Source: an optimization exercise on an open RTL-to-GDS flow (aim: small area, a short achievable clock period and few clock cycles). Production flows keep margins and buffers that such runs may drop.
Only simulation tests tie the RTL to the original design; equivalence was not proved.
No activity file was given, so power comes from the tool's default toggle rates.

--- design/flow/design.v ---
module add16 (output [15:0] s, input [15:0] a, input [15:0] b, input cin);
wire [15:0] p0 = a ^ b;
wire g0_0 = a[0] & b[0] | p0[0] & cin;
wire g0_1 = a[1] & b[1];
wire g0_2 = a[2] & b[2];
wire g0_3 = a[3] & b[3];
wire g0_4 = a[4] & b[4];
wire g0_5 = a[5] & b[5];
wire g0_6 = a[6] & b[6];
wire g0_7 = a[7] & b[7];
wire g0_8 = a[8] & b[8];
wire g0_9 = a[9] & b[9];
wire g0_10 = a[10] & b[10];
wire g0_11 = a[11] & b[11];
wire g0_12 = a[12] & b[12];
wire g0_13 = a[13] & b[13];
wire g0_14 = a[14] & b[14];
wire g0_15 = a[15] & b[15];
wire g_1_0 = g0_1 | p0[1] & g0_0;
wire g_3_2 = g0_3 | p0[3] & g0_2;
wire p_3_2 = p0[3] & p0[2];
wire g_5_4 = g0_5 | p0[5] & g0_4;
wire p_5_4 = p0[5] & p0[4];
wire g_7_6 = g0_7 | p0[7] & g0_6;
wire p_7_6 = p0[7] & p0[6];
wire g_9_8 = g0_9 | p0[9] & g0_8;
wire p_9_8 = p0[9] & p0[8];
wire g_11_10 = g0_11 | p0[11] & g0_10;
wire p_11_10 = p0[11] & p0[10];
wire g_13_12 = g0_13 | p0[13] & g0_12;
wire p_13_12 = p0[13] & p0[12];
wire g_15_14 = g0_15 | p0[15] & g0_14;
wire p_15_14 = p0[15] & p0[14];
wire g_3_0 = g_3_2 | p_3_2 & g_1_0;
wire g_7_4 = g_7_6 | p_7_6 & g_5_4;
wire p_7_4 = p_7_6 & p_5_4;
wire g_11_8 = g_11_10 | p_11_10 & g_9_8;
wire p_11_8 = p_11_10 & p_9_8;
wire g_15_12 = g_15_14 | p_15_14 & g_13_12;
wire p_15_12 = p_15_14 & p_13_12;
wire g_7_0 = g_7_4 | p_7_4 & g_3_0;
wire g_15_8 = g_15_12 | p_15_12 & g_11_8;
wire p_15_8 = p_15_12 & p_11_8;
wire g_15_0 = g_15_8 | p_15_8 & g_7_0;
wire g_11_0 = g_11_8 | p_11_8 & g_7_0;
wire g_5_0 = g_5_4 | p_5_4 & g_3_0;
wire g_9_0 = g_9_8 | p_9_8 & g_7_0;
wire g_13_0 = g_13_12 | p_13_12 & g_11_0;
wire g_2_0 = g0_2 | p0[2] & g_1_0;
wire g_4_0 = g0_4 | p0[4] & g_3_0;
wire g_6_0 = g0_6 | p0[6] & g_5_0;
wire g_8_0 = g0_8 | p0[8] & g_7_0;
wire g_10_0 = g0_10 | p0[10] & g_9_0;
wire g_12_0 = g0_12 | p0[12] & g_11_0;
wire g_14_0 = g0_14 | p0[14] & g_13_0;
assign s[0] = p0[0] ^ cin;
assign s[1] = p0[1] ^ g0_0;
assign s[2] = p0[2] ^ g_1_0;
assign s[3] = p0[3] ^ g_2_0;
assign s[4] = p0[4] ^ g_3_0;
assign s[5] = p0[5] ^ g_4_0;
assign s[6] = p0[6] ^ g_5_0;
assign s[7] = p0[7] ^ g_6_0;
assign s[8] = p0[8] ^ g_7_0;
assign s[9] = p0[9] ^ g_8_0;
assign s[10] = p0[10] ^ g_9_0;
assign s[11] = p0[11] ^ g_10_0;
assign s[12] = p0[12] ^ g_11_0;
assign s[13] = p0[13] ^ g_12_0;
assign s[14] = p0[14] ^ g_13_0;
assign s[15] = p0[15] ^ g_14_0;
endmodule
module MU0 ( Addr, Dout, Halted, Rd, Wr, cc, fetch, regC, Clk, Din,
     Reset, srcC );
output  Halted, Rd, Wr, fetch;
input  Clk, Reset;
output [11:0]  Addr;
output [1:0]  cc;
output [15:0]  Dout;
output [15:0]  regC;
input [15:0]  Din;
input [1:0]  srcC;
reg  [15:0] acc;
reg  [11:0] pc;      
reg  [11:0] sa;      
reg  [1:0]  op;      
reg         st;      
reg         hlt;     
reg         rq;      
wire        N = acc[15];
wire        Z = ~|acc;
wire        fc   = ~st & ~hlt;                   
wire [2:0]  f    = Din[14:12];
wire        stp  = &f;
wire        take = f[2] & ~f[0] & (~f[1] | ~Z) |    
               f[2] & ~f[1] & f[0] & ~N;            
wire        is_sta = ~op[1] & op[0];
wire [11:0] pc_n = pc + {11'd0, fc};
wire        en = st & ~is_sta;
wire        ka = ~rq & (op[1] | ~en);       
wire        kb = en;                        
wire        b1 = kb & ~op[0], b0 = kb & op[0];
wire [15:0] bop;
genvar i;
generate for (i = 0; i < 16; i = i + 1) begin : bsel
  assign bop[i] = Din[i] ? b1 : b0;
end endgenerate
wire [15:0] alu;
add16 u_add (.s(alu), .a(acc & {16{ka}}),
             .b(bop), .cin(op[0] & kb));
always @(posedge Clk or posedge Reset)
  if (Reset) begin
    pc  <= 12'd0;
    st  <= 1'b0;
    hlt <= 1'b0;
  end else begin
    st  <= fc & ~f[2];
    hlt <= hlt | fc & stp;
    pc  <= fc & take ? Din[11:0] : pc_n;
  end
always @(posedge Clk or posedge Reset)
  if (Reset) rq <= 1'b1;
  else       rq <= 1'b0;
always @(posedge Clk) begin
  acc <= alu;
  sa <= Din[11:0];
  op <= Din[13:12];
end
assign Addr   = st ? sa : pc;
assign Dout   = acc;
assign Rd     = ~Reset & ~hlt & ~(st & is_sta);
assign fetch  = ~Reset & fc;
assign Wr     = st & is_sta;
assign Halted = hlt | ~Reset & fc & stp;
assign cc     = {N, Z};
assign regC   = srcC[1] ? {14'd0, N, Z} :
                srcC[0] ? {4'd0, pc_n} : acc;
endmodule
--- design/flow/flow/run.sh ---
#!/bin/bash
# Standard ORFS layout in parts:
#  1. the standard synthesis; flow/remap.sh then re-maps its combinational
#     logic for area (flip-flops unchanged);
#  2. floorplan and placement; flow/size_io.tcl then sizes the port buffers
#     on the paths from the inputs straight to the outputs (srcC to regC,
#     Reset and Din to the bus controls);
#  3. clock tree, routing and the rest.
# Ports are buffered with buf_1; timing repair aims at a 5.3 ns setup margin.
set -euo pipefail
K=("SETUP_SLACK_MARGIN=5.3" "BUFFER_PORTS_ARGS=-buffer_cell sky130_fd_sc_hd__buf_1" "CTS_ARGS=-sink_clustering_enable -repair_clock_nets -dont_use_dummy_load -buf_list sky130_fd_sc_hd__clkbuf_8")
R=orfs/results/$FLOW_PLATFORM/MU0/base
bash standard.sh "${K[@]}" synth > standard_synth.log 2>&1
cp $R/1_2_yosys.v standard_1_2_yosys.v
bash flow/remap.sh standard_1_2_yosys.v $R/1_2_yosys.v > remap.log 2>&1
rm -f $R/1_synth.odb $R/1_synth.sdc
bash standard.sh "${K[@]}" place > standard_place.log 2>&1
openroad -no_init -exit flow/size_io.tcl > size_io.log 2>&1
bash standard.sh "${K[@]}" finish > standard_finish.log 2>&1
--- design/flow/flow/cellmodels.py ---
#!/usr/bin/env python3
"""Write Verilog models of the combinational cells of a liberty file, from
their function attributes (for re-mapping a mapped netlist with ABC).
usage: cellmodels.py LIB > models.v"""
import re, sys
s = open(sys.argv[1]).read()
out = []
for m in re.finditer(r'\n\s*cell\s*\(\s*"?(\w+)"?\s*\)\s*\{', s):
    name = m.group(1)
    # the cell body: up to the next cell
    start = m.end()
    nxt = re.search(r'\n\s*cell\s*\(', s[start:])
    body = s[start:start + nxt.start()] if nxt else s[start:]
    if re.search(r'\b(ff|latch|statetable)\s*\(', body):
        continue
    pins = re.findall(r'\n\s*pin\s*\(\s*"?(\w+)"?\s*\)\s*\{(.*?)\n\s*\}', body, re.S)
    ins, outs = [], []
    for pn, pb in pins:
        d = re.search(r'direction\s*:\s*"?(\w+)"?', pb)
        if not d:
            continue
        if d.group(1) == 'input':
            ins.append(pn)
        elif d.group(1) == 'output':
            f = re.search(r'function\s*:\s*"([^"]*)"', pb)
            if not f:
                outs = None
                break
            outs.append((pn, f.group(1)))
    if not outs or not ins:
        continue
    ports = ins + [o for o, _ in outs]
    out.append("module %s (%s);" % (name, ", ".join(ports)))
    for i in ins:
        out.append("  input %s;" % i)
    for o, f in outs:
        e = f.replace('!', '~').replace('*', '&').replace('+', '|')
        out.append("  output %s;\n  assign %s = %s;" % (o, o, e))
    out.append("endmodule")
print("\n".join(out))
--- design/flow/flow/remap.abc ---
strash
dch -f
amap
topo
--- design/flow/flow/remap.sh ---
#!/bin/bash
# Re-map the combinational logic of the standard synthesis netlist with ABC
# for area. The flip-flops stay the cells and names the standard synthesis
# gave them: the combinational cells are read as their liberty functions
# and flattened into gates, while the flip-flops and tie cells stay black
# boxes, and ABC maps only the gates. The cells on the short paths from
# the inputs straight to the outputs (srcC to regC, Reset and Din to
# Halted, Rd and fetch) are kept as the standard synthesis mapped them.
# usage: flow/remap.sh NETLIST_IN NETLIST_OUT
set -euo pipefail
LIB=$FLOW_HOME/platforms/$FLOW_PLATFORM/lib/sky130_fd_sc_hd__tt_025C_1v80.lib
python3 flow/cellmodels.py $LIB > remap_models.v
cat > remap.ys <<EOY
read_verilog remap_models.v
read_liberty -lib -ignore_redef $LIB
read_verilog $1
hierarchy -top $FLOW_TOP
cd $FLOW_TOP
select -set fwd w:srcC w:Reset %u w:Din %u %co3
select -set bwd w:regC w:Halted %u w:Rd %u w:fetch %u %ci3
select -set keep @fwd @bwd %i t:sky130_fd_sc_hd__df* %d
setattr -set keep_hierarchy 1 @keep
cd
flatten
opt -purge
techmap
opt -fast -purge
abc -liberty $LIB -script flow/remap.abc -dont_use *probe* -dont_use *lpflow*
opt_clean -purge
blackbox sky130_fd_sc_hd__*
stat -liberty $LIB
write_verilog -noattr -nohex -nodec $2
EOY
yosys -l remap_yosys.log remap.ys > /dev/null
--- design/flow/flow/size_io.tcl ---
set ::sizes {regC* sky130_fd_sc_hd__buf_2 Halted sky130_fd_sc_hd__buf_2 Rd sky130_fd_sc_hd__buf_2 fetch sky130_fd_sc_hd__buf_2 srcC* sky130_fd_sc_hd__buf_4}
# Resize the port buffers of the input-to-output paths in the placed design,
# then legalise the placement again.
set p $::env(FLOW_HOME)/platforms/$::env(FLOW_PLATFORM)
set r orfs/results/$::env(FLOW_PLATFORM)/MU0/base
read_lef $p/lef/sky130_fd_sc_hd.tlef
read_lef $p/lef/sky130_fd_sc_hd_merged.lef
read_liberty $p/lib/sky130_fd_sc_hd__tt_025C_1v80.lib
read_db $r/3_place.odb
read_sdc $r/3_place.sdc
source $p/setRC.tcl
estimate_parasitics -placement
report_checks -path_delay max -group_path_count 5 -format end
# the buffer on a port: the cell its net drives (input) or is driven by (output)
proc size_port {pattern cell} {
  set block [ord::get_db_block]
  foreach bt [$block getBTerms] {
    set name [$bt getName]
    if {![string match $pattern $name]} continue
    set want [expr {[$bt getIoType] eq "OUTPUT" ? "OUTPUT" : "INPUT"}]
    foreach it [[$bt getNet] getITerms] {
      if {[$it getIoType] ne $want} continue
      set inst [[$it getInst] getName]
      puts "$name: $inst [[[$it getInst] getMaster] getName] -> $cell"
      replace_cell [get_cells $inst] $cell
    }
  }
}
foreach {port cell} $::sizes { size_port $port $cell }
estimate_parasitics -placement
report_checks -path_delay max -group_path_count 5 -format end
report_checks -path_delay max
detailed_placement
check_placement -verbose
write_db $r/3_place.odb
--- design/flow/standard.sh ---
#!/bin/bash
# synth_recipe.tcl (not shown) runs the flow's synth.tcl, then flattens the netlist and writes it again
# the make line also repeats each setting of config.mk as NAME=value (left out here)
make -C /OpenROAD-flow-scripts/flow DESIGN_CONFIG=/design/flow/config.mk WORK_HOME=/design/flow/orfs CLKGATE_MAP_FILE= SYNTH_SCRIPT=/design/flow/synth_recipe.tcl "${@:-finish}"
--- design/flow/config.mk ---
export PLATFORM = sky130hd
export DESIGN_NAME = MU0
export DESIGN_NICKNAME = MU0
export VERILOG_FILES = /design/flow/design.v
export SDC_FILE = /design/flow/constraint.sdc
export NUM_CORES = 4
export LEC_CHECK = 0
export CAP_MARGIN = 20
export CORE_MARGIN = 2
export CORE_UTILIZATION = 70
export SLEW_MARGIN = 20
--- design/flow/constraint.sdc ---
create_clock -name core_clock -period 10.0 [get_ports {Clk}]
set_input_delay 2.0000 -clock core_clock [delete_from_list [all_inputs] [get_ports {Clk}]]
set_output_delay 2.0000 -clock core_clock [all_outputs]
set_load 0.01 [all_outputs]
==> results of run 1 <==
-- timing repair --
item / in CTS / in global routing
pin swaps: 3 / 9
resized for setup: 20 / 33
endpoints found under the setup margin: 20 / 18
setup buffers: 12 / 14
-- worst reg2reg max path, stage by stage (launching register included) --
cell	delay, ns
dfrtp_2	0.43
buf_4	0.14
buf_4	0.12
clkinv_2	0.20
nor2_2	0.35
inv_4	0.17
o21bai_1	0.20
buf_4	0.28
nor2b_1	0.13
o22ai_2	0.18
clkinv_1	0.17
o22ai_2	0.22
clkinv_1	0.16
a21oi_2	0.23
nor2_1	0.08
a21oi_1	0.23
clkinv_1	0.15
nand2_1	0.15
a21oi_2	0.12
a31oi_2	0.32
nor4b_2	0.13
o32a_1	0.37
o22ai_1	0.22
nor2_1	0.09
a21oi_1	0.18
-- registers in the layout, indices dropped and copies added (netlist names) --
| name | cells |
|---|---|
| rq | 1 |
| hlt | 1 |
| pc | 12 |
| sa | 12 |
| st | 1 |
| op | 2 |
| acc | 16 |
-- through the flow --
step	worst slack [ns]	total power, W	hold slack (ns)	util [%]	area, sq um
3_3_place_gp	4.65	0.000438	0.525	82.2	2720
2_1_floorplan	5.34	0.000382	0.499	-	2400
5_1_grt	4.88	0.000643	0.717	95.9	3180
6_report	4.86	0.000634	0.694	95.9	3180
4_1_cts	5.29	0.000554	0.563	89.6	2970
3_5_place_dp	4.54	0.000445	0.537	82.2	2720
-- path summary, 6_finish.rpt --
kind	end	start	slack, ns
setup / recovery	regC[11]	hlt$_DFF_PP0_	4.86
hold reg to reg	acc[0]$_DFF_P_	acc[0]$_DFF_P_	0.69
max in group asynchronous	rq$_DFF_PP1_	Reset	7.90
setup reg to reg	acc[15]$_DFF_P_	st$_DFF_PP0_	4.89
hold / removal	acc[0]$_DFF_P_	acc[0]$_DFF_P_	0.69
min in group asynchronous	pc[10]$_DFF_PP0_	Reset	1.75
-- power by group --
part	switching [W]	internal (W)	total, W
sequential	0.0000529	0.000220	0.000273
clock	0.0000668	0.0000454	0.000112
combinational	0.000160	0.0000892	0.000249
total	0.000279	0.000355	0.000634
-- layout make-up --
type	count	area (sq um)	area share [%]
Inverter	26	109	3.43
Sequential cell	45	978	30.8
Timing Repair Buffer	97	514	16.2
Multi-Input combinational cell	255	1450	45.6
Clock buffer	5	68.8	2.17
Tap cell	46	57.6	1.81
-- layer usage --
layer	GRT usage (%)	part of all wire (%)	routed length [microns]
met5	0	0	0
met4	21.9	14	1670
met3	9.19	17	2110
met2	70.8	40	4890
met1	51.6	29	3550
==> results.sh, run 1 <==
export IMPL_status="timing/DRC/antenna clean"
export IMPL_hold_violations=0
export IMPL_areaGrowthSynthToFinish_pct=32.5
export IMPL_stdcell_count=474
export IMPL_cts_root_buf="clkbuf_8"
export IMPL_syn_instance_count=328
export IMPL_min_path_type="reg2reg"
export IMPL_netlist_area_sq_mm=0.00240
export IMPL_final_nets=450
export IMPL_wl_microns=12200
export IMPL_synth_nets=348
export IMPL_startpoint_type="flip-flop"
export IMPL_gp_congestion=0.861
export IMPL_drc=0
export IMPL_crit_cells=23
export IMPL_fill_cells=79
export IMPL_fin_crit_sh_pct=51.4
export IMPL_rsz0062_at_grt="yes"
export IMPL_rr_worst_depth=24
export IMPL_final_common_cell="nor2_1"
export IMPL_vias=3608
export IMPL_track_usage_pct=42.5
export IMPL_max_slew_margin_pct=56.9
export IMPL_critPathKind="reg2out"
export IMPL_cts_buffer_depth=2
export IMPL_htree_levels=2
export IMPL_finClkSkew_ns=0.0196
export IMPL_initial_utilization_pct=72.4
export IMPL_drv_cap=0
export IMPL_worstSetupEndpointType="primary output"
export IMPL_cts_tree="done"
export IMPL_final_layout_size_suffix_gt1_share_pct=22.0
export IMPL_post_dp_hpwl_microns=4630
export IMPL_ios=70
export IMPL_ys_warnings_count=1
export IMPL_crit_fanout=3
export IMPL_avgSynthCellArea_sq_um=7.31
export IMPL_grt_max_degree=24
export IMPL_overflow=0
export IMPL_dp_cells=443
export IMPL_power_density_mw_per_mm2=200
export IMPL_path_delay_family="simple AND/OR/NAND/NOR gates"
export IMPL_slowest_delay_ns=0.45
export IMPL_diodes=0
export IMPL_required_ns=8.00
export IMPL_crit_arrival_ns=3.14
export IMPL_grt_pass1_wl_microns=13000
export IMPL_drv_slew=0
export IMPL_period_minus_slack_ns=5.14
export IMPL_routed_via_density=7.61
export IMPL_rows=21
export IMPL_fp_coreArea_sq_mm=0.00331
export IMPL_firstDrtPassIters=30
export IMPL_die_h_microns=62.5
export IMPL_path_cells="nor2_4 > and3_4 > nand2_4 > inv_2 > nand2_2 > inv_2 > nand2_2 > inv_2 > nand2_2 > inv_2 > nand2_2 > inv_2 > nand2_2 > inv_4 > nand2_4 > inv_4 > nand2_4 > inv_4 > nand2_4 > nor2_4 > a21oi_2 > a211oi_2 > buf_2"
export IMPL_portBuffers=69
export IMPL_dr_first_iter_drc_count=1035
export IMPL_cts_inserted_buffers=5
export IMPL_cts_hold_buf=0
export IMPL_antenna_found_initial=0
export IMPL_die_area_sq_mm=0.00391
export IMPL_vdd_drop_max_mv=0.127
export IMPL_crit_buf_inv=9
export IMPL_ant_nets=0
export IMPL_grt_pass1_vias=2741
export IMPL_fmax_mhz=195
export IMPL_clk_pin_slew_worst_paths_ns=0.09
export IMPL_wire_per_inst_microns=25.8
export IMPL_whs_path_depth=2
export IMPL_cp_slowest_cell="dfrtp_1"
export IMPL_setup_viol=0
export IMPL_cts_sinks=45
export IMPL_final_cell_mix="79 x nor2_1, 50 x a21oi_1, 47 x buf_1"
export IMPL_worst_pin_slew_ns=0.642
export IMPL_die_x_microns=62.5
export IMPL_leakage_nw=1.33
export IMPL_clkLatencyLatePin_ns=0.32
export IMPL_tns_ns=0
Testbench counts, summed over its fixed seeds: cycles 63,547.
==> run 2: changes to the inputs <==
==> design/flow/flow/remap.abc (replaced) <==
strash
dch -f
map -a
topo
==> run 2 against run 1 <==
Net effect: the run now fails in 5_1_grt; area after synthesis up 5.0%; synthesized cell count up 16%.
==> results.sh, run 2 <==
export IMPL_ios=70
export IMPL_die_h_microns=64.0
export IMPL_overflow=321
export IMPL_dp_cells=495
export IMPL_stop_error="[ERROR GRT-0232] Routing congestion too high. Check the congestion heatmap in the GUI."
export IMPL_htree_levels=2
export IMPL_syn_instance_count=380
export IMPL_portBuffers=69
export IMPL_cts_hold_buf=0
export IMPL_avgSynthCellArea_sq_um=6.62
export IMPL_grt_max_degree=24
export IMPL_synth_nets=400
export IMPL_cts_inserted_buffers=5
export IMPL_endpoint_type="output port"
export IMPL_rows=21
export IMPL_netlist_area_sq_mm=0.00252
export IMPL_initial_utilization_pct=74.2
export IMPL_die_x_microns=64.0
export IMPL_worstEndpointGrtRepair="regC[11]"
export IMPL_post_dp_hpwl_microns=4900
export IMPL_ys_warnings_count=1
export IMPL_cts_root_buf="clkbuf_8"
export IMPL_status="aborted with a tool error"
export IMPL_stop_stage="5_1_grt"
export IMPL_gp_congestion=0.883
export IMPL_cts_buffer_depth=2
export IMPL_track_usage_pct=93.7
==> run 2: worst max-delay path by stage <==
stage | from | endpoint | slack, ns
global placement | srcC[0] | regC[9] | 4.74
floorplan | st$_DFF_PP0_ | regC[11] | 5.26
CTS | st$_DFF_PP0_ | regC[11] | 5.01
detailed placement | Din[0] | acc[15]$_DFF_P_ | 4.68
==> run 2: layer usage <==
layer  GRT overflow  global-route usage, %
met5              0                   4.17
met4             51                   99.5
met3              1                   60.9
met2            267                    133
met1              2                   85.4
==> run 2: timing repair <==
| action | 4_1_cts |
|---|---|
| setup endpoints to repair | 13 |
| pin swaps | 9 |
| buffers inserted | 18 |
| resized for setup | 35 |
==> run 2: per-stage QoR <==
step	cell area, sq um	util [%]	hold slack (ns)	setup slack [ns]	total power, W
floorplan	2540	-	0.540	5.26	0.000204
global placement	2860	84.5	0.550	4.74	0.000216
detailed placement	2860	84.5	0.556	4.68	0.000217
CTS	3210	94.7	0.571	5.01	0.000316
==> run 2: power by group through the flow <==
stage	clock network, W	logic (W)	registers, W
floorplan	0	0.0000131	0.000191
global placement	0	0.0000256	0.000191
detailed placement	0	0.0000262	0.000191
CTS	0.000101	0.0000286	0.000187
==> run 3: changes to the inputs <==
--- a/design/flow/config.mk
+++ b/design/flow/config.mk
@@ -9,3 +9,3 @@
 export CORE_MARGIN = 2
-export CORE_UTILIZATION = 70
+export CORE_UTILIZATION = 55
 export SLEW_MARGIN = 20
==> run 3 against run 2 <==
Net effect: now clean on timing, DRC and antenna; synthesized cell count stayed put; area after synthesis unchanged.
==> results.sh, run 3 <==
export IMPL_status="timing/DRC/antenna clean"
export IMPL_die_h_microns=71.6
export IMPL_fp_coreArea_sq_mm=0.00438
export IMPL_areaGrowthSynthToFinish_pct=29.6
export IMPL_clkLatencyLatePin_ns=0.29
export IMPL_vdd_drop_max_mv=0.0796
export IMPL_met2_usage_pct=45.5
export IMPL_die_area_sq_mm=0.00513
export IMPL_largest_register_ffs=16
export IMPL_final_layout_size_suffix_gt1_share_pct=19.9
export IMPL_top_register="acc"
export IMPL_period_minus_slack_ns=4.90
export IMPL_clk_pin_slew_worst_paths_ns=0.08
export IMPL_cts_inserted_buffers=5
export IMPL_rsz0062_at_grt="yes"
export IMPL_grt_pass1_wl_microns=11000
export IMPL_drv_cap=0
export IMPL_cts_buffer_depth=2
export IMPL_min_path_type="reg2reg"
export IMPL_avgSynthCellArea_sq_um=6.62
export IMPL_dr_first_iter_drc_count=150
export IMPL_wire_per_inst_microns=13.7
export IMPL_die_x_microns=71.6
export IMPL_netlist_area_sq_mm=0.00252
export IMPL_cts_tree="done"
export IMPL_busiest_layer="met2"
export IMPL_final_common_cell="nand2_1"
export IMPL_antenna_found_initial=0
export IMPL_power_density_mw_per_mm2=97.4
export IMPL_cts_hold_buf=0
export IMPL_final_cell_mix="95 x nand2_1, 46 x nor2_1, 46 x buf_1"
export IMPL_worst_pin_slew_ns=0.607
export IMPL_track_usage_pct=27.5
export IMPL_fin_crit_sh_pct=49.0
export IMPL_rows=24
export IMPL_worstSetupEndpointType="primary output"
export IMPL_portBuffers=69
export IMPL_critPathKind="reg2out"
export IMPL_required_ns=8.00
export IMPL_ant_nets=0
export IMPL_final_nets=490
export IMPL_crit_arrival_ns=2.90
export IMPL_finClkSkew_ns=0.0101
export IMPL_gp_congestion=0.910
export IMPL_post_dp_hpwl_microns=4900
export IMPL_wl_microns=7100
export IMPL_grt_pass1_vias=2361
export IMPL_fmax_mhz=204
export IMPL_fin_area_sq_mm=0.00326
export IMPL_hold_violations=0
export IMPL_firstDrtPassIters=4
export IMPL_cts_root_buf="clkbuf_8"
export IMPL_routed_via_density=5.12
export IMPL_tns_ns=0
export IMPL_htree_levels=2
export IMPL_ios=70
export IMPL_initial_utilization_pct=57.4
export IMPL_max_slew_margin_pct=59.1
export IMPL_startpoint_type="flip-flop"
export IMPL_use_met1_pct=37.7
export IMPL_syn_instance_count=380
export IMPL_drv_slew=0
export IMPL_vias=2662
export IMPL_ys_warnings_count=1
export IMPL_setup_viol=0
export IMPL_grt_max_degree=24
export IMPL_reg_top3="acc (16), pc (12), sa (12)"
export IMPL_overflow=0
export IMPL_crit_fanout=3
export IMPL_cts_sinks=45
export IMPL_synth_nets=400
export IMPL_leakage_nw=1.32
export IMPL_drc=0
export IMPL_dpl_instance_area_sq_mm=0.00287
export IMPL_diodes=0
export IMPL_use_met3_pct=5.34
[run 3: where the power goes]
part,internal [W],total (W),switching (W)
sequential,0.000184,0.000187,0.00000233
combinational,0.00000976,0.0000289,0.0000192
clock,0.0000452,0.000102,0.0000568
[run 3: path summary, 6_finish.rpt]
path / start / to / slack (ns) / depth (start not counted)
worst max-delay path: st$_DFF_PP0_ / regC[11] / 5.10 / 23
worst max register to register: st$_DFF_PP0_ / acc[15]$_DFF_P_ / 6.11 / 21
max in group asynchronous: Reset / rq$_DFF_PP1_ / 7.95 / 2
min in group asynchronous: Reset / st$_DFF_PP0_ / 1.71 / 2
worst min-delay path: acc[0]$_DFF_P_ / acc[0]$_DFF_P_ / 0.59 / 2
worst min register to register: acc[0]$_DFF_P_ / acc[0]$_DFF_P_ / 0.59 / 2
[run 3: cell type report]
class,instances,area [sq um]
Inverter,57,236
Clock buffer,5,68.8
Multi-Input combinational cell,276,1490
Tap cell,52,65.1
Timing Repair Buffer,85,424
Sequential cell,45,981
Fill cell,364,1120
[run 3: repair_timing]
item / in CTS / in global routing
setup endpoints to repair: 11 / 16
resized for setup: 37 / 25
pin swaps: 9 / 15
cloned: 0 / 0
buffers inserted: 9 / 5
[run 3: per-stage QoR]
stage	hold slack [ns]	total power, W	instances	setup slack [ns]	utilization, %
2_1_floorplan	0.540	0.000204	380	5.26	-
3_3_place_gp	0.551	0.000217	501	4.68	65.5
3_5_place_dp	0.544	0.000217	501	4.68	65.5
4_1_cts	0.561	0.000319	515	4.93	72.0
5_1_grt	0.611	0.000330	520	4.95	74.4
6_report	0.593	0.000318	520	5.10	74.4
[run 3: metal layers]
layer / wire length [microns] / share of wire (%)
met5: 0 / 0
met1: 3240 / 46
met2: 3460 / 49
met4: 44 / 0.62
met3: 350 / 4.9
[run 3: critical path: stages (launching register included)]
cell      delay [ns]
dfrtp_4         0.50
clkinv_4        0.06
nand2_4         0.05
nor2_4          0.11
nand2_2         0.06
nor2_2          0.10
clkinv_2        0.09
nor2_4          0.10
inv_4           0.04
nor2_4          0.09
inv_4           0.05
nor2_4          0.09
inv_4           0.05
nor2_4          0.09
inv_4           0.04
nor2_4          0.09
inv_4           0.05
nor2_4          0.10
inv_4           0.05
nor2_4          0.12
nand2_2         0.09
xor2_2          0.17
a211oi_2        0.22
buf_2           0.17
==> run 4: changes to the inputs <==
--- a/design/flow/design.v
+++ b/design/flow/design.v
@@ -84,3 +84,3 @@
 reg  [11:0] pc;      
-reg  [11:0] sa;      
+reg  [11:0] ra;      
 reg  [1:0]  op;      
@@ -118,3 +118,3 @@
     hlt <= hlt | fc & stp;
-    pc  <= fc & take ? Din[11:0] : pc_n;
+    pc  <= fc & (~f[2] | take) ? Din[11:0] : st ? ra : pc_n;
   end
@@ -125,6 +125,6 @@
   acc <= alu;
-  sa <= Din[11:0];
+  ra <= pc_n;
   op <= Din[13:12];
 end
-assign Addr   = st ? sa : pc;
+assign Addr   = pc;
 assign Dout   = acc;
@@ -133,6 +133,6 @@
 assign Wr     = st & is_sta;
-assign Halted = hlt | ~Reset & fc & stp;
+assign Halted = hlt;
 assign cc     = {N, Z};
 assign regC   = srcC[1] ? {14'd0, N, Z} :
-                srcC[0] ? {4'd0, pc_n} : acc;
+                srcC[0] ? {4'd0, pc} : acc;
 endmodule
--- a/design/flow/flow/run.sh
+++ b/design/flow/flow/run.sh
@@ -6,4 +6,5 @@
 #     on the paths from the inputs straight to the outputs (srcC to regC,
-#     Reset and Din to the bus controls);
+#     Reset to Rd and fetch);
 #  3. clock tree, routing and the rest.
+# Each step's full output is in its own .log file here.
 # Ports are buffered with buf_1; timing repair aims at a 5.3 ns setup margin.
--- a/design/flow/flow/remap.sh
+++ b/design/flow/flow/remap.sh
@@ -2,8 +2,8 @@
 # Re-map the combinational logic of the standard synthesis netlist with ABC
-# for area. The flip-flops stay the cells and names the standard synthesis
-# gave them: the combinational cells are read as their liberty functions
-# and flattened into gates, while the flip-flops and tie cells stay black
-# boxes, and ABC maps only the gates. The cells on the short paths from
-# the inputs straight to the outputs (srcC to regC, Reset and Din to
-# Halted, Rd and fetch) are kept as the standard synthesis mapped them.
+# for area (flow/remap.abc). The flip-flops stay the cells and names the
+# standard synthesis gave them: the combinational cells are read as their
+# liberty functions and flattened into gates, while the flip-flops and tie
+# cells stay black boxes, and ABC maps only the gates. The cells on the
+# short paths from the inputs straight to the outputs (srcC to regC, Reset
+# to Rd and fetch) are kept as the standard synthesis mapped them.
 # usage: flow/remap.sh NETLIST_IN NETLIST_OUT
==> run 4 against run 3 <==
Net effect: die area down 2.4%; non-clock buffer count down 14; first-iteration DRC count up 38%; sequential share of layout area up 3.7 points; worst setup slack better by 0.28 ns; critical path depth down 19; clock power about the same; critical path type is now in2out; largest power group unchanged.
==> results.sh, run 4 <==
export IMPL_ios=70
export IMPL_cts_inserted_buffers=5
export IMPL_power_share_switching_pct=34.6
export IMPL_dr_first_iter_drc_count=207
export IMPL_power_frac_seq_pct=52.7
export IMPL_netlist_area_sq_mm=0.00245
export IMPL_total_power_w=0.000502
export IMPL_clkLatencyLatePin_ns=0.29
export IMPL_fmax_mhz=216
export IMPL_routed_via_density=5.08
export IMPL_drv_slew=0
export IMPL_p_int_w=0.000328
export IMPL_die_h_microns=70.8
export IMPL_largest_register_ffs=16
export IMPL_drv_cap=0
export IMPL_grt_pass1_vias=2241
export IMPL_drt_met1_wl_microns=2970
export IMPL_hold_violations=0
export IMPL_cts_buffer_depth=2
export IMPL_dr_wl_met2_microns=2940
export IMPL_wire_per_inst_microns=13.0
export IMPL_ys_warnings_count=1
export IMPL_dp_cells=478
export IMPL_hold_slack_ns=0.472
export IMPL_grt_pass1_wl_microns=10700
export IMPL_top_layer_used="met4"
export IMPL_worstSetupEndpointType="primary output"
export IMPL_min_path_type="reg2reg"
export IMPL_setup_ws_ns=5.38
export IMPL_drc=0
export IMPL_hold_end="pc[5]$_DFF_PP0_"
export IMPL_wl_microns=6300
export IMPL_pwr_share_clk_pct=20.3
export IMPL_crit_arrival_ns=2.62
export IMPL_htree_levels=2
export IMPL_final_nets=453
export IMPL_final_layout_size_suffix_gt1_share_pct=8.12
export IMPL_finClkSkew_ns=0.0111
export IMPL_vias=2452
export IMPL_synth_nets=376
export IMPL_reg_top3="acc (16), pc (12), ra (12)"
export IMPL_cts_root_buf="clkbuf_8"
export IMPL_worst_pin_slew_ns=0.812
export IMPL_avgSynthCellArea_sq_um=6.89
export IMPL_firstDrtPassIters=4
export IMPL_critPathKind="in2out"
export IMPL_grt_max_degree=22
export IMPL_fill_cells=421
export IMPL_required_ns=8.00
export IMPL_antenna_found_initial=0
export IMPL_stdcell_count=483
export IMPL_die_area_sq_mm=0.00501
export IMPL_dp_slack_ns=4.74
export IMPL_worst_r2r_endpoint="acc[15]$_DFF_P_"
export IMPL_top_register="acc"
export IMPL_final_cell_mix="86 x nand2_1, 64 x nor2_1, 48 x buf_1"
export IMPL_leakage_nw=1.25
export IMPL_fp_coreArea_sq_mm=0.00432
export IMPL_max_slew_margin_pct=45.7
export IMPL_p_comb_share_pct=27.0
export IMPL_startpoint_type="primary input"
export IMPL_post_dp_hpwl_microns=4750
export IMPL_switchingPower_w=0.000174
export IMPL_r2r_setup_slack_ns=6.00
export IMPL_period_minus_slack_ns=4.62
export IMPL_met3WireLength_microns=339
export IMPL_whs_path_depth=2
export IMPL_cts_tree="done"
export IMPL_portBuffers=69
export IMPL_overflow=0
export IMPL_syn_instance_count=356
export IMPL_ant_nets=0
export IMPL_setup_viol=0
export IMPL_fin_crit_sh_pct=46.2
export IMPL_rsz0062_at_grt="yes"
export IMPL_cts_sinks=45
export IMPL_status="timing/DRC/antenna clean"
export IMPL_clk_pin_slew_worst_paths_ns=0.08
export IMPL_rr_worst_depth=17
export IMPL_rows=24
export IMPL_vdd_drop_max_mv=0.0896
export IMPL_min_from="ra[5]$_DFF_P_"
export IMPL_initial_utilization_pct=56.7
export IMPL_track_usage_pct=26.7
export IMPL_gp_congestion=0.853
export IMPL_final_common_cell="nand2_1"
export IMPL_die_x_microns=70.8
export IMPL_areaGrowthSynthToFinish_pct=18.2
export IMPL_r2r_start="st$_DFF_PP0_"
export IMPL_diodes=0
export IMPL_crit_fanout=21
export IMPL_power_density_mw_per_mm2=173
export IMPL_tns_ns=0
-- run 4: worst max-delay path by stage --
| stage | slack, ns | endpoint | from | cells past startpoint |
|---|---|---|---|---|
| after floorplan | 5.62 | regC[0] | srcC[0] | 2 |
| after global placement | 4.79 | regC[13] | srcC[0] | 4 |
| after detailed placement | 4.74 | regC[13] | srcC[0] | 4 |
| after CTS | 5.30 | regC[13] | srcC[0] | 4 |
| after global routing | 5.29 | regC[14] | srcC[1] | 4 |
| final | 5.38 | regC[0] | srcC[0] | 4 |
-- run 4: power by group through the flow --
stage          Clock (W)  Sequential [W]  Combinational [W]
4_1_cts         0.000102        0.000265           0.000137
3_5_place_dp           0        0.000269           0.000133
6_report        0.000102        0.000265           0.000135
2_1_floorplan          0        0.000274          0.0000761
3_3_place_gp           0        0.000267           0.000131
5_1_grt         0.000109        0.000272           0.000157
-- run 4: what timing repair did --
item / 4_1_cts / 5_1_grt
hold buffers: 0 / 0
hold endpoints to repair: 0 / 0
endpoints found under the setup margin: 0 / 12
setup buffers: 0 / 0
resized for setup: 0 / 5
-- run 4: stage by stage --
step | cell area (sq um) | util [%]
3_3_place_gp | 2790 | 64.5
3_5_place_dp | 2790 | 64.5
2_1_floorplan | 2450 | -
6_report | 2900 | 67.0
4_1_cts | 2890 | 66.8
5_1_grt | 2900 | 67.0
-- run 4: final cells by class --
type	count	area [sq um]	share of cell area, %
flip-flops and latches	45	978	33.8
repair buffers	71	309	10.7
multi-input cells	265	1310	45.1
inverters	45	169	5.83
clock buffers	5	68.8	2.37
well taps	52	65.1	2.24
-- run 4: critical path, cell delays in order --
cell,delay [ns]
buf_6,0.18
mux2i_1,0.20
o21ai_0,0.09
buf_2,0.15
-- run 4: metal layers --
layer | vias to the layer above | GRT usage [%]
met1 | 1100 | 38.3
met3 | 6 | 4.27
met5 | - | 0
li1 | 1288 | -
met2 | 58 | 43.3
met4 | 0 | 5.24
Testbench counts of run 4, summed over its fixed seeds: cycles 63,739.
==> run 5: changes to the inputs <==
==> design/flow/flow/remap.abc (replaced) <==
strash
dch -f
amap
topo
==> run 5 against run 4 <==
Net effect: non-clock buffer count decreased by 1; cell count decreased by 9.1%; cell area decreased by 3.3%; first-iteration DRC count unchanged; total power increased by 12%; sequential power increased by 7%; hold slack got worse by 0.018 ns; clock power about the same; worst setup slack got worse by 0.033 ns.
==> results.sh, run 5 <==
export IMPL_status="timing/DRC/antenna clean"
export IMPL_dp_slack_ns=4.57
export IMPL_crit_fanout=14
export IMPL_die_x_microns=69.1
export IMPL_syn_instance_count=315
export IMPL_crit_arrival_ns=2.66
export IMPL_grt_pass1_vias=2203
export IMPL_max_slew_margin_pct=45.6
export IMPL_cp_slowest_cell="o22ai_1"
export IMPL_worst_pin_slew_ns=0.813
export IMPL_portBuffers=69
export IMPL_setup_ws_ns=5.34
export IMPL_crit_buf_inv=3
export IMPL_overflow=0
export IMPL_largest_register_ffs=16
export IMPL_avgSynthCellArea_sq_um=7.39
export IMPL_multi_input_area_sq_mm=0.00126
export IMPL_final_layout_size_suffix_gt1_share_pct=9.77
export IMPL_wl_microns=6220
export IMPL_slowest_delay_ns=0.19
export IMPL_cts_sinks=45
export IMPL_vias=2439
export IMPL_dr_first_iter_drc_count=207
export IMPL_die_area_sq_mm=0.00477
export IMPL_fmax_mhz=215
export IMPL_path_cells="buf_6 > clkinv_4 > o22ai_1 > nor2_1 > buf_2"
export IMPL_ios=70
export IMPL_firstDrtPassIters=5
export IMPL_min_from="ra[4]$_DFF_P_"
export IMPL_reg_top3="acc (16), pc (12), ra (12)"
export IMPL_routed_via_density=5.56
export IMPL_period_minus_slack_ns=4.66
export IMPL_r2r_start="st$_DFF_PP0_"
export IMPL_track_usage_pct=27.0
export IMPL_synth_nets=335
export IMPL_dp_cells=434
export IMPL_grt_max_degree=23
export IMPL_top_register="acc"
export IMPL_cts_hold_buf=0
export IMPL_cts_root_buf="clkbuf_8"
export IMPL_drv_cap=0
export IMPL_required_ns=8.00
export IMPL_fp_coreArea_sq_mm=0.00403
export IMPL_drc=0
export IMPL_seqCellArea_sq_um=981
export IMPL_post_dp_hpwl_microns=4510
export IMPL_clk_pin_slew_worst_paths_ns=0.08
export IMPL_min_path_type="reg2reg"
export IMPL_rows=23
export IMPL_fill_cells=367
export IMPL_startpoint_type="primary input"
export IMPL_areaGrowthSynthToFinish_pct=20.4
export IMPL_worst_r2r_endpoint="acc[15]$_DFF_P_"
export IMPL_critPathKind="in2out"
export IMPL_antenna_found_initial=0
export IMPL_power_density_mw_per_mm2=201
export IMPL_cp_startpoint="srcC[0]"
export IMPL_fin_crit_sh_pct=46.6
export IMPL_initial_utilization_pct=57.8
export IMPL_clkLatencyLatePin_ns=0.30
export IMPL_r2r_setup_slack_ns=5.80
export IMPL_hold_violations=0
export IMPL_diodes=0
export IMPL_final_cell_mix="71 x nor2_1, 48 x buf_1, 36 x a21oi_1"
export IMPL_final_nets=411
export IMPL_htree_levels=2
export IMPL_path_delay_family="buffers and inverters"
export IMPL_finClkSkew_ns=0.00840
export IMPL_cts_buffer_depth=2
export IMPL_wire_per_inst_microns=14.2
export IMPL_grt_pass1_wl_microns=10500
export IMPL_cts_inserted_buffers=5
export IMPL_postCtsSetupBuffers=0
export IMPL_cts_tree="done"
export IMPL_crit_end="regC[2]"
export IMPL_drv_slew=0
export IMPL_ant_nets=0
export IMPL_rsz0062_at_grt="no"
export IMPL_gp_congestion=0.814
export IMPL_rr_worst_depth=19
export IMPL_crit_cells=5
export IMPL_final_common_cell="nor2_1"
export IMPL_ys_warnings_count=1
export IMPL_leakage_nw=1.13
export IMPL_die_h_microns=69.1
export IMPL_netlist_area_sq_mm=0.00233
export IMPL_total_power_w=0.000564
export IMPL_setup_viol=0
export IMPL_stdcell_count=439
export IMPL_vdd_drop_max_mv=0.123
export IMPL_worstSetupEndpointType="primary output"
export IMPL_tns_ns=0
run 5: through the flow:
stage	util, %	area [sq um]	hold WS (ns)
floorplan	-	2330	0.414
global placement	65.9	2650	0.423
detailed placement	65.9	2650	0.434
CTS	68.9	2770	0.454
global route	69.6	2800	0.488
finish	69.6	2800	0.454
run 5: worst reg2reg max path, stage by stage, from the launching register on:
cell	delay, ns
dfrtp_4	0.57
clkinv_1	0.18
nor2_2	0.31
inv_4	0.15
o21bai_1	0.23
buf_4	0.28
nor2b_1	0.10
nor2_1	0.16
o21ai_1	0.16
a21oi_2	0.18
nor2_1	0.10
a2111oi_2	0.31
a21oi_1	0.12
a31oi_2	0.27
nor2_1	0.11
a41o_1	0.29
o31a_1	0.29
o22ai_2	0.16
nor2_1	0.07
a21oi_1	0.10
run 5: how the worst min path moves through the flow:
stage / to / slack [ns] / depth (start not counted)
floorplan: pc[3]$_DFF_PP0_ / 0.41 / 2
global placement: pc[5]$_DFF_PP0_ / 0.42 / 2
detailed placement: pc[4]$_DFF_PP0_ / 0.43 / 2
CTS: pc[4]$_DFF_PP0_ / 0.45 / 2
global route: pc[4]$_DFF_PP0_ / 0.49 / 2
finish: pc[4]$_DFF_PP0_ / 0.45 / 2
run 5: area by class of cell:
type	count	area share, %
clock buffers	5	2.46
inverters	31	4.42
multi-input cells	238	45.1
flip-flops and latches	45	35.0
well taps	50	2.23
repair buffers	70	10.8
run 5: layer usage:
layer	GRT usage (%)	part of all wire, %
met2	43.5	46
met5	0	0
met4	6.10	1.3
met3	5.41	7.5
met1	37.5	46
run 5: power breakdown:
group,switching (W),internal (W),total (W),leakage (nW)
Combinational,0.000105,0.0000741,0.000179,0.664
Sequential,0.0000436,0.000240,0.000283,0.430
Clock,0.0000566,0.0000451,0.000102,0.0359
run 5: repair_timing:
item                       in CTS  in global routing
gates resized for setup         8                  8
gates cloned                    0                  0
setup endpoints to repair      16                  7
==> run 6: changes to the inputs <==
==> design/flow/flow/remap.abc (replaced) <==
strash
dch -f
amap -m
topo
==> run 6 against run 5 <==
Net effect: still clean; sequential share of layout area shrank 0.20 points; non-clock buffer count is 2 higher; first-iteration DRC count down 29%; flip-flop and latch count stayed put; count of clock-buffer cells in the layout unchanged; routed wire length is 1.1% lower; critical path type unchanged.
==> results.sh, run 6 <==
export IMPL_grt_pass1_vias=2186
export IMPL_clkLatencyLatePin_ns=0.30
export IMPL_die_x_microns=69.2
export IMPL_rsz0062_at_grt="yes"
export IMPL_dr_first_iter_drc_count=146
export IMPL_dp_cells=438
export IMPL_r2r_setup_slack_ns=5.76
export IMPL_period_minus_slack_ns=4.64
export IMPL_overflow=0
export IMPL_min_path_type="reg2reg"
export IMPL_worstSetupEndpointType="primary output"
export IMPL_areaGrowthSynthToFinish_pct=20.5
export IMPL_wire_per_inst_microns=13.8
export IMPL_ys_warnings_count=1
export IMPL_critPathKind="in2out"
export IMPL_whs_path_depth=2
export IMPL_cts_tree="done"
export IMPL_cts_sinks=45
export IMPL_cts_hold_buf=0
export IMPL_fin_area_sq_mm=0.00282
export IMPL_postLayoutCoreUtil_pct=69.5
export IMPL_pwr_share_clk_pct=17.4
export IMPL_dpl_instance_area_sq_mm=0.00266
export IMPL_switchingPower_w=0.000219
export IMPL_seqCellArea_sq_um=981
export IMPL_stdcell_count=446
export IMPL_dp_slack_ns=4.64
export IMPL_diodes=0
export IMPL_crit_fanout=14
export IMPL_netlist_area_sq_mm=0.00234
export IMPL_ios=70
export IMPL_cts_inserted_buffers=5
export IMPL_fmax_mhz=216
export IMPL_ant_nets=0
export IMPL_hold_violations=0
export IMPL_final_nets=418
export IMPL_largest_register_ffs=16
export IMPL_post_dp_hpwl_microns=4690
export IMPL_drc=0
export IMPL_gp_congestion=0.833
export IMPL_cp_startpoint="srcC[0]"
export IMPL_fill_cells=381
export IMPL_max_slew_margin_pct=50.8
export IMPL_rr_worst_depth=18
export IMPL_initial_utilization_pct=57.6
export IMPL_drv_cap=0
export IMPL_avgSynthCellArea_sq_um=7.31
export IMPL_top_register="acc"
export IMPL_antenna_found_initial=0
export IMPL_multi_input_area_sq_mm=0.00128
export IMPL_r2r_start="st$_DFF_PP0_"
export IMPL_grt_max_degree=28
export IMPL_power_share_switching_pct=37.1
export IMPL_rows=23
export IMPL_crit_arrival_ns=2.64
export IMPL_finClkSkew_ns=0.0213
export IMPL_firstDrtPassIters=4
export IMPL_startpoint_type="primary input"
export IMPL_drv_slew=0
export IMPL_cts_root_buf="clkbuf_8"
export IMPL_setup_ws_ns=5.36
export IMPL_reg_top3="acc (16), pc (12), ra (12)"
export IMPL_tns_ns=0
export IMPL_min_from="ra[11]$_DFF_P_"
export IMPL_synth_nets=340
export IMPL_p_int_w=0.000371
export IMPL_setup_viol=0
export IMPL_grt_pass1_wl_microns=10100
export IMPL_status="timing/DRC/antenna clean"
export IMPL_final_layout_size_suffix_gt1_share_pct=9.34
export IMPL_htree_levels=2
export IMPL_routed_via_density=5.52
export IMPL_power_frac_seq_pct=49.6
export IMPL_final_common_cell="nor2_1"
export IMPL_die_h_microns=69.2
export IMPL_die_area_sq_mm=0.00479
export IMPL_syn_instance_count=320
export IMPL_vdd_drop_max_mv=0.139
export IMPL_worst_pin_slew_ns=0.739
export IMPL_leakage_nw=1.10
export IMPL_fp_coreArea_sq_mm=0.00406
export IMPL_final_cell_mix="66 x nor2_1, 48 x buf_1, 34 x a21oi_1"
export IMPL_required_ns=8.00
export IMPL_fin_crit_sh_pct=46.4
export IMPL_vias=2461
export IMPL_power_density_mw_per_mm2=209
export IMPL_p_comb_share_pct=33.1
export IMPL_wl_microns=6150
export IMPL_cts_buffer_depth=2
export IMPL_portBuffers=69
export IMPL_clk_pin_slew_worst_paths_ns=0.09
export IMPL_track_usage_pct=26.1
## run 6: power groups by stage
stage               Clock, W  Sequential [W]  Combinational [W]
floorplan                  0        0.000301           0.000111
global placement           0        0.000297           0.000187
detailed placement         0        0.000297           0.000188
CTS                 0.000104        0.000293           0.000193
global route        0.000109        0.000302           0.000219
finish              0.000102        0.000292           0.000195
## run 6: final timing paths
kind / endpoint
max in group asynchronous: st$_DFF_PP0_
min reg2reg: pc[11]$_DFF_PP0_
max: regC[5]
min: pc[11]$_DFF_PP0_
max reg2reg: acc[15]$_DFF_P_
min in group asynchronous: hlt$_DFF_PP0_
## run 6: routing by layer
metal / vias up / track usage [%] / wire [microns] / part of all wire [%]
met5: - / 0 / 0 / 0
met3: 5 / 4.51 / 415 / 6.8
li1: 1275 / - / - / -
met1: 1081 / 34.4 / 2760 / 45
met4: 0 / 5.88 / 59 / 0.96
met2: 100 / 45.0 / 2910 / 47
## run 6: stage by stage
stage / power, W / hold WS, ns
finish: 0.000590 / 0.445
global route: 0.000630 / 0.471
CTS: 0.000590 / 0.449
detailed placement: 0.000484 / 0.427
global placement: 0.000485 / 0.422
floorplan: 0.000412 / 0.414
## run 6: cell type report
cell class / count / area share [%]
Clock buffer: 5 / 2.44
Inverter: 27 / 3.91
Multi-Input combinational cell: 247 / 45.4
Sequential cell: 45 / 34.8
Tap cell: 50 / 2.22
Timing Repair Buffer: 72 / 11.2
## run 6: worst max-delay path, cell delays in order
cell,delay [ns]
buf_6,0.15
clkinv_4,0.11
o22ai_1,0.18
nor2_1,0.06
buf_2,0.13
## run 6: repair_timing
item / in CTS / in global routing
buffers inserted: 3 / 0
pin swaps: 1 / 1
endpoints found under the setup margin: 18 / 18
gates resized for setup: 4 / 8
==> run 7: changes to the inputs <==
==> design/flow/flow/remap.abc (replaced) <==
strash
dch -f
amap
topo
--- a/design/flow/flow/remap.sh
+++ b/design/flow/flow/remap.sh
@@ -18,4 +18,4 @@
 cd $FLOW_TOP
-select -set fwd w:srcC w:Reset %u w:Din %u %co3
-select -set bwd w:regC w:Halted %u w:Rd %u w:fetch %u %ci3
+select -set fwd w:srcC w:Reset %u %co5
+select -set bwd w:regC w:Halted %u w:Rd %u w:fetch %u %ci5
 select -set keep @fwd @bwd %i t:sky130_fd_sc_hd__df* %d
==> run 7 against run 6 <==
Net effect: still clean; global-route usage increased by 1.3 points; area after synthesis increased by 3.6%; total power decreased by 13%; flip-flop and latch count unchanged; first-iteration DRC count increased by 28%; critical path depth decreased by 1; synthesized cell count increased by 3.8%; routed wire length increased by 8.5%; highest routed layer unchanged.
==> results.sh, run 7 <==
export IMPL_r2r_setup_slack_ns=5.83
export IMPL_antenna_found_initial=0
export IMPL_path_cells="buf_4 > nor2_2 > and2_1 > buf_2"
export IMPL_crit_fanout=15
export IMPL_hold_violations=0
export IMPL_die_area_sq_mm=0.00495
export IMPL_ant_nets=0
export IMPL_period_minus_slack_ns=4.64
export IMPL_fmax_mhz=216
export IMPL_dp_cells=449
export IMPL_tns_ns=0
export IMPL_fin_crit_sh_pct=46.4
export IMPL_cts_sinks=45
export IMPL_setup_viol=0
export IMPL_dr_first_iter_drc_count=187
export IMPL_overflow=0
export IMPL_ys_warnings_count=1
export IMPL_leakage_nw=1.20
export IMPL_worst_pin_slew_ns=0.826
export IMPL_final_nets=428
export IMPL_crit_arrival_ns=2.64
export IMPL_startpoint_type="primary input"
export IMPL_clkLatencyLatePin_ns=0.29
export IMPL_avgSynthCellArea_sq_um=7.30
export IMPL_slowest_delay_ns=0.19
export IMPL_grt_pass1_wl_microns=10800
export IMPL_initial_utilization_pct=56.4
export IMPL_netlist_area_sq_mm=0.00242
export IMPL_gp_congestion=0.845
export IMPL_met3WireLength_microns=366
export IMPL_drt_met1_wl_microns=3280
export IMPL_top_layer_used="met4"
export IMPL_top_register="acc"
export IMPL_critPathKind="in2out"
export IMPL_reg_top3="acc (16), pc (12), ra (12)"
export IMPL_diodes=0
export IMPL_vdd_drop_max_mv=0.0670
export IMPL_fp_coreArea_sq_mm=0.00429
export IMPL_ios=70
export IMPL_firstDrtPassIters=5
export IMPL_routed_via_density=5.52
export IMPL_worstSetupEndpointType="primary output"
export IMPL_cts_root_buf="clkbuf_8"
export IMPL_cp_slowest_cell="nor2_2"
export IMPL_max_slew_margin_pct=45.0
export IMPL_grt_pass1_vias=2279
export IMPL_htree_levels=2
export IMPL_portBuffers=69
export IMPL_wire_per_inst_microns=14.6
export IMPL_final_cell_mix="63 x nor2_1, 49 x nand2_1, 48 x buf_1"
export IMPL_largest_register_ffs=16
export IMPL_cts_tree="done"
export IMPL_status="timing/DRC/antenna clean"
export IMPL_stdcell_count=458
export IMPL_areaGrowthSynthToFinish_pct=22.1
export IMPL_vias=2527
export IMPL_syn_instance_count=332
export IMPL_grt_max_degree=28
export IMPL_die_x_microns=70.4
export IMPL_cts_inserted_buffers=5
export IMPL_track_usage_pct=27.4
export IMPL_drc=0
export IMPL_min_path_type="reg2reg"
export IMPL_post_dp_hpwl_microns=4870
export IMPL_cts_buffer_depth=2
export IMPL_power_density_mw_per_mm2=174
export IMPL_drv_cap=0
export IMPL_drv_slew=0
export IMPL_rsz0062_at_grt="no"
export IMPL_clk_pin_slew_worst_paths_ns=0.08
export IMPL_cts_hold_buf=0
export IMPL_final_common_cell="nor2_1"
export IMPL_wl_microns=6670
export IMPL_dr_wl_met2_microns=2930
export IMPL_die_h_microns=70.4
export IMPL_synth_nets=352
export IMPL_finClkSkew_ns=0.00941
export IMPL_required_ns=8.00
export IMPL_final_layout_size_suffix_gt1_share_pct=10.1
export IMPL_rows=24
==> run 7: cell types whose count changed in the layout (fill, tap and decap cells not counted), moves of 4 or more <==
cell / change
a21oi_1: -25
o21ai_0: +21
nand2_1: +19
o22ai_1: -14
mux2i_1: +10
clkinv_1: -7
and3_1: +5
o21a_1: -4
==> run 7: final cells by class <==
type,instances,area (sq um)
inverter,19,71.3
tap,52,65.1
timing repair buffer,73,328
multi-input combinational,264,1440
sequential,45,981
clock buffer,5,68.8
fill,388,1340
==> run 7: what timing repair did <==
item                                    4_1_cts  5_1_grt
pin swaps                                     0        2
endpoints found under the setup margin       14       16
resized for setup                             7       12
buffers inserted                              0        4
==> run 7: metrics by stage <==
step	hold WS [ns]	setup slack (ns)	cell area, sq um	power, W	util (%)
after floorplan	0.410	5.34	2420	0.000355	-
after global placement	0.412	4.48	2730	0.000406	63.6
after detailed placement	0.423	4.21	2730	0.000410	63.6
after CTS	0.443	5.33	2860	0.000512	66.6
after global routing	0.472	5.27	2960	0.000543	68.9
final	0.440	5.36	2960	0.000514	68.9
==> run 7: worst paths after layout <==
check | from | endpoint | cells past startpoint
worst max-delay path | srcC[1] | regC[12] | 4
worst min-delay path | ra[5]$_DFF_P_ | pc[5]$_DFF_PP0_ | 2
worst max register to register | st$_DFF_PP0_ | acc[15]$_DFF_P_ | 20
worst min register to register | ra[5]$_DFF_P_ | pc[5]$_DFF_PP0_ | 2
max in group asynchronous | Reset | st$_DFF_PP0_ | 2
min in group asynchronous | Reset | pc[1]$_DFF_PP0_ | 2
==> run 7: worst max-delay path, delay by kind of cell <==
kind / cells / cell delay [ns]
simple gates: 2 / 0.34
buf+inv: 2 / 0.30
==> run 7: report_power, final <==
| group | internal [W] | switching, W |
|---|---|---|
| Sequential | 0.000233 | 0.0000379 |
| Combinational | 0.0000599 | 0.0000809 |
| Clock | 0.0000451 | 0.0000569 |
==> run 7: layer usage <==
| layer | global-route usage [%] | vias to the layer above |
|---|---|---|
| li1 | - | 1291 |
| met1 | 40.5 | 1128 |
| met2 | 42.1 | 98 |
| met3 | 3.46 | 10 |
| met4 | 7.48 | 0 |
| met5 | 0 | - |
==> run 8: changes to the inputs <==
--- a/design/flow/flow/run.sh
+++ b/design/flow/flow/run.sh
@@ -11,3 +11,3 @@
 set -euo pipefail
-K=("SETUP_SLACK_MARGIN=5.3" "BUFFER_PORTS_ARGS=-buffer_cell sky130_fd_sc_hd__buf_1" "CTS_ARGS=-sink_clustering_enable -repair_clock_nets -dont_use_dummy_load -buf_list sky130_fd_sc_hd__clkbuf_8")
+K=("SETUP_SLACK_MARGIN=5.0" "BUFFER_PORTS_ARGS=-buffer_cell sky130_fd_sc_hd__buf_1" "CTS_ARGS=-sink_clustering_enable -repair_clock_nets -dont_use_dummy_load -buf_list sky130_fd_sc_hd__clkbuf_8")
 R=orfs/results/$FLOW_PLATFORM/MU0/base
--- a/design/flow/flow/remap.sh
+++ b/design/flow/flow/remap.sh
@@ -18,4 +18,4 @@
 cd $FLOW_TOP
-select -set fwd w:srcC w:Reset %u %co5
-select -set bwd w:regC w:Halted %u w:Rd %u w:fetch %u %ci5
+select -set fwd w:srcC w:Reset %u w:Din %u %co3
+select -set bwd w:regC w:Halted %u w:Rd %u w:fetch %u %ci3
 select -set keep @fwd @bwd %i t:sky130_fd_sc_hd__df* %d
==> run 8 against run 7 <==
Net effect: flip-flop and latch count unchanged; synthesized cell count fell by 5.1%; sequential power grew 4%; sequential share of layout area up 2.3 points; still clean; via count fell by 3.7%; total power increased by 9.4%; die area is 3.7% lower.
==> results.sh, run 8 <==
export IMPL_status="timing/DRC/antenna clean"
export IMPL_min_path_type="reg2reg"
export IMPL_startpoint_type="primary input"
export IMPL_ys_warnings_count=1
export IMPL_final_layout_size_suffix_gt1_share_pct=8.23
export IMPL_worst_pin_slew_ns=0.819
export IMPL_drv_slew=0
export IMPL_routed_via_density=5.54
export IMPL_vdd_drop_max_mv=0.122
export IMPL_wl_microns=6190
export IMPL_clk_pin_slew_worst_paths_ns=0.08
export IMPL_diodes=0
export IMPL_grt_max_degree=23
export IMPL_r2r_setup_slack_ns=5.43
export IMPL_rr_worst_depth=19
export IMPL_finClkSkew_ns=0.00759
export IMPL_rows=23
export IMPL_final_nets=411
export IMPL_cp_slowest_cell="clkinvlp_4"
export IMPL_hold_end="pc[4]$_DFF_PP0_"
export IMPL_clkLatencyLatePin_ns=0.29
export IMPL_r2r_start="st$_DFF_PP0_"
export IMPL_track_usage_pct=26.8
export IMPL_die_area_sq_mm=0.00477
export IMPL_grt_pass1_wl_microns=10400
export IMPL_antenna_found_initial=0
export IMPL_gp_congestion=0.814
export IMPL_final_cell_mix="72 x nor2_1, 48 x buf_1, 37 x a21oi_1"
export IMPL_dp_slack_ns=4.57
export IMPL_fin_crit_sh_pct=48.7
export IMPL_period_minus_slack_ns=4.87
export IMPL_grt_pass1_vias=2186
export IMPL_path_delay_family="buffers and inverters"
export IMPL_cts_buffer_depth=2
export IMPL_postCtsSetupBuffers=0
export IMPL_dr_first_iter_drc_count=191
export IMPL_overflow=0
export IMPL_max_slew_margin_pct=45.2
export IMPL_vias=2434
export IMPL_die_x_microns=69.1
export IMPL_worst_r2r_endpoint="acc[15]$_DFF_P_"
export IMPL_reg_top3="acc (16), pc (12), ra (12)"
export IMPL_initial_utilization_pct=57.8
export IMPL_required_ns=8.00
export IMPL_post_dp_hpwl_microns=4510
export IMPL_cts_inserted_buffers=5
export IMPL_firstDrtPassIters=5
export IMPL_fmax_mhz=205
export IMPL_path_cells="buf_4 > clkinvlp_4 > o22ai_1 > nor2_1 > buf_2"
export IMPL_top_register="acc"
export IMPL_leakage_nw=1.10
export IMPL_avgSynthCellArea_sq_um=7.39
export IMPL_tns_ns=0
export IMPL_power_density_mw_per_mm2=203
export IMPL_drc=0
export IMPL_slowest_delay_ns=0.25
export IMPL_crit_fanout=14
export IMPL_syn_instance_count=315
export IMPL_min_from="ra[4]$_DFF_P_"
export IMPL_final_common_cell="nor2_1"
export IMPL_synth_nets=335
export IMPL_critPathKind="in2out"
export IMPL_drv_cap=0
export IMPL_crit_arrival_ns=2.87
export IMPL_largest_register_ffs=16
export IMPL_cts_root_buf="clkbuf_8"
export IMPL_portBuffers=69
export IMPL_ant_nets=0
export IMPL_crit_buf_inv=3
export IMPL_wire_per_inst_microns=14.1
export IMPL_cts_sinks=45
export IMPL_worstSetupEndpointType="primary output"
export IMPL_hold_violations=0
export IMPL_areaGrowthSynthToFinish_pct=18.8
export IMPL_netlist_area_sq_mm=0.00233
export IMPL_die_h_microns=69.1
export IMPL_setup_ws_ns=5.13
export IMPL_whs_path_depth=2
export IMPL_ios=70
export IMPL_cts_tree="done"
export IMPL_rsz0062_at_grt="no"
export IMPL_fp_coreArea_sq_mm=0.00403
export IMPL_setup_viol=0
export IMPL_htree_levels=2
## run 8: cell types whose count changed in the layout (fill, tap and decap cells not counted), sizes merged, moves of 3 or more
cell    previous run  this run
buf               73        70
a222oi             0         9
o21ai             48        22
o21a               3         6
nor2              66        73
a21oi              9        37
nand2             49        25
mux2i             12         2
and3               6         1
clkinv            17        29
or2                3         0
## run 8: worst max-delay path by stage
stage	start	endpoint	slack [ns]	cells after the start
after detailed placement	srcC[0]	regC[2]	4.57	5
after floorplan	st$_DFF_PP0_	acc[15]$_DFF_P_	5.52	18
after global placement	srcC[0]	regC[2]	4.60	5
after global routing	Din[0]	acc[15]$_DFF_P_	5.00	15
after CTS	srcC[0]	regC[2]	5.07	5
final	srcC[0]	regC[2]	5.13	5
## run 8: stage by stage
step / util, % / cell area (sq um) / hold slack [ns] / instances / power (W)
floorplan: - / 2330 / 0.414 / 315 / 0.000395
global placement: 65.9 / 2650 / 0.423 / 434 / 0.000455
detailed placement: 65.9 / 2650 / 0.434 / 434 / 0.000461
CTS: 68.4 / 2760 / 0.454 / 439 / 0.000564
global route: 68.7 / 2770 / 0.488 / 439 / 0.000601
finish: 68.7 / 2770 / 0.456 / 439 / 0.000562
## run 8: cell type report
type | count | area (sq um)
fillers | 374 | 1260
multi-input cells | 238 | 1230
inverters | 31 | 121
well taps | 50 | 62.6
flip-flops and latches | 45 | 981
repair buffers | 70 | 298
clock buffers | 5 | 68.8
## run 8: metal layers
metal	share of wire (%)	GRT usage, %
met5	0	0
met4	0.79	6.10
met3	6.8	5.41
met2	45	43.1
met1	47	37.5
## run 8: power by group
part           switching, W  internal [W]
clock network     0.0000560     0.0000451
registers         0.0000435      0.000240
logic              0.000104     0.0000736
total              0.000203      0.000358
## run 8: what timing repair did
item,CTS,global route
endpoints found under the setup margin,3,6
gates resized for setup,2,5
cloned,0,0
hold buffers,0,0
## run 8: worst reg2reg max path, cell delays in order (launching register included)
cell and delay [ns]:
dfrtp_4 0.57, clkinv_1 0.18, nor2_2 0.28, clkinv_2 0.29, o21bai_1 0.27, buf_4 0.27
nor2b_1 0.10, nor2_1 0.16, o21ai_1 0.15, a21oi_1 0.21, nor2_1 0.11, a2111oi_1 0.38
a21oi_1 0.12, a31oi_1 0.30, nor2_1 0.12, a41o_1 0.30, o31a_1 0.28, o22ai_1 0.21
nor2_1 0.08, a21oi_1 0.11

==> separate check: timing with driven ports <==
Ports are ideal in the flow. The routed layouts listed here were re-timed in OpenROAD. Step 1: set_driving_cell puts a clkbuf_16 on Clk and a buf_2 on each other input, an assumption about the parent block. Step 2, shift: input delay + t, output delay - t, t = (earliest + latest rising clock arrival at the registers) / 2. This alone moves slack from input paths to output paths. Three values: no drivers, after step 1, after step 2; two values: the first two.
run	shift t [ns]	setup WS [ns]	worst setup path after step 2	cell pins on the clock port's net
run 1	0.334	4.862 / 4.838 / 4.561	input to register	1
run 3	0.314	5.096 / 5.067 / 5.253	input to register	1
run 4	0.312	5.377 / 5.336 / 5.313	input to register	1
run 5	0.317	5.343 / 5.303 / 5.266	input to register	1
run 6	0.318	5.364 / 5.323 / 5.185	input to register	1
run 7	0.316	5.362 / 5.316 / 5.286	input to register	1
run 8	0.317	5.129 / 5.100 / 4.990	input to register	1
After both steps every run listed still meets setup and hold. For run 1, which loses most, drivers alone change the setup slack by -0.024 ns; drivers and shift together by -0.301 ns.
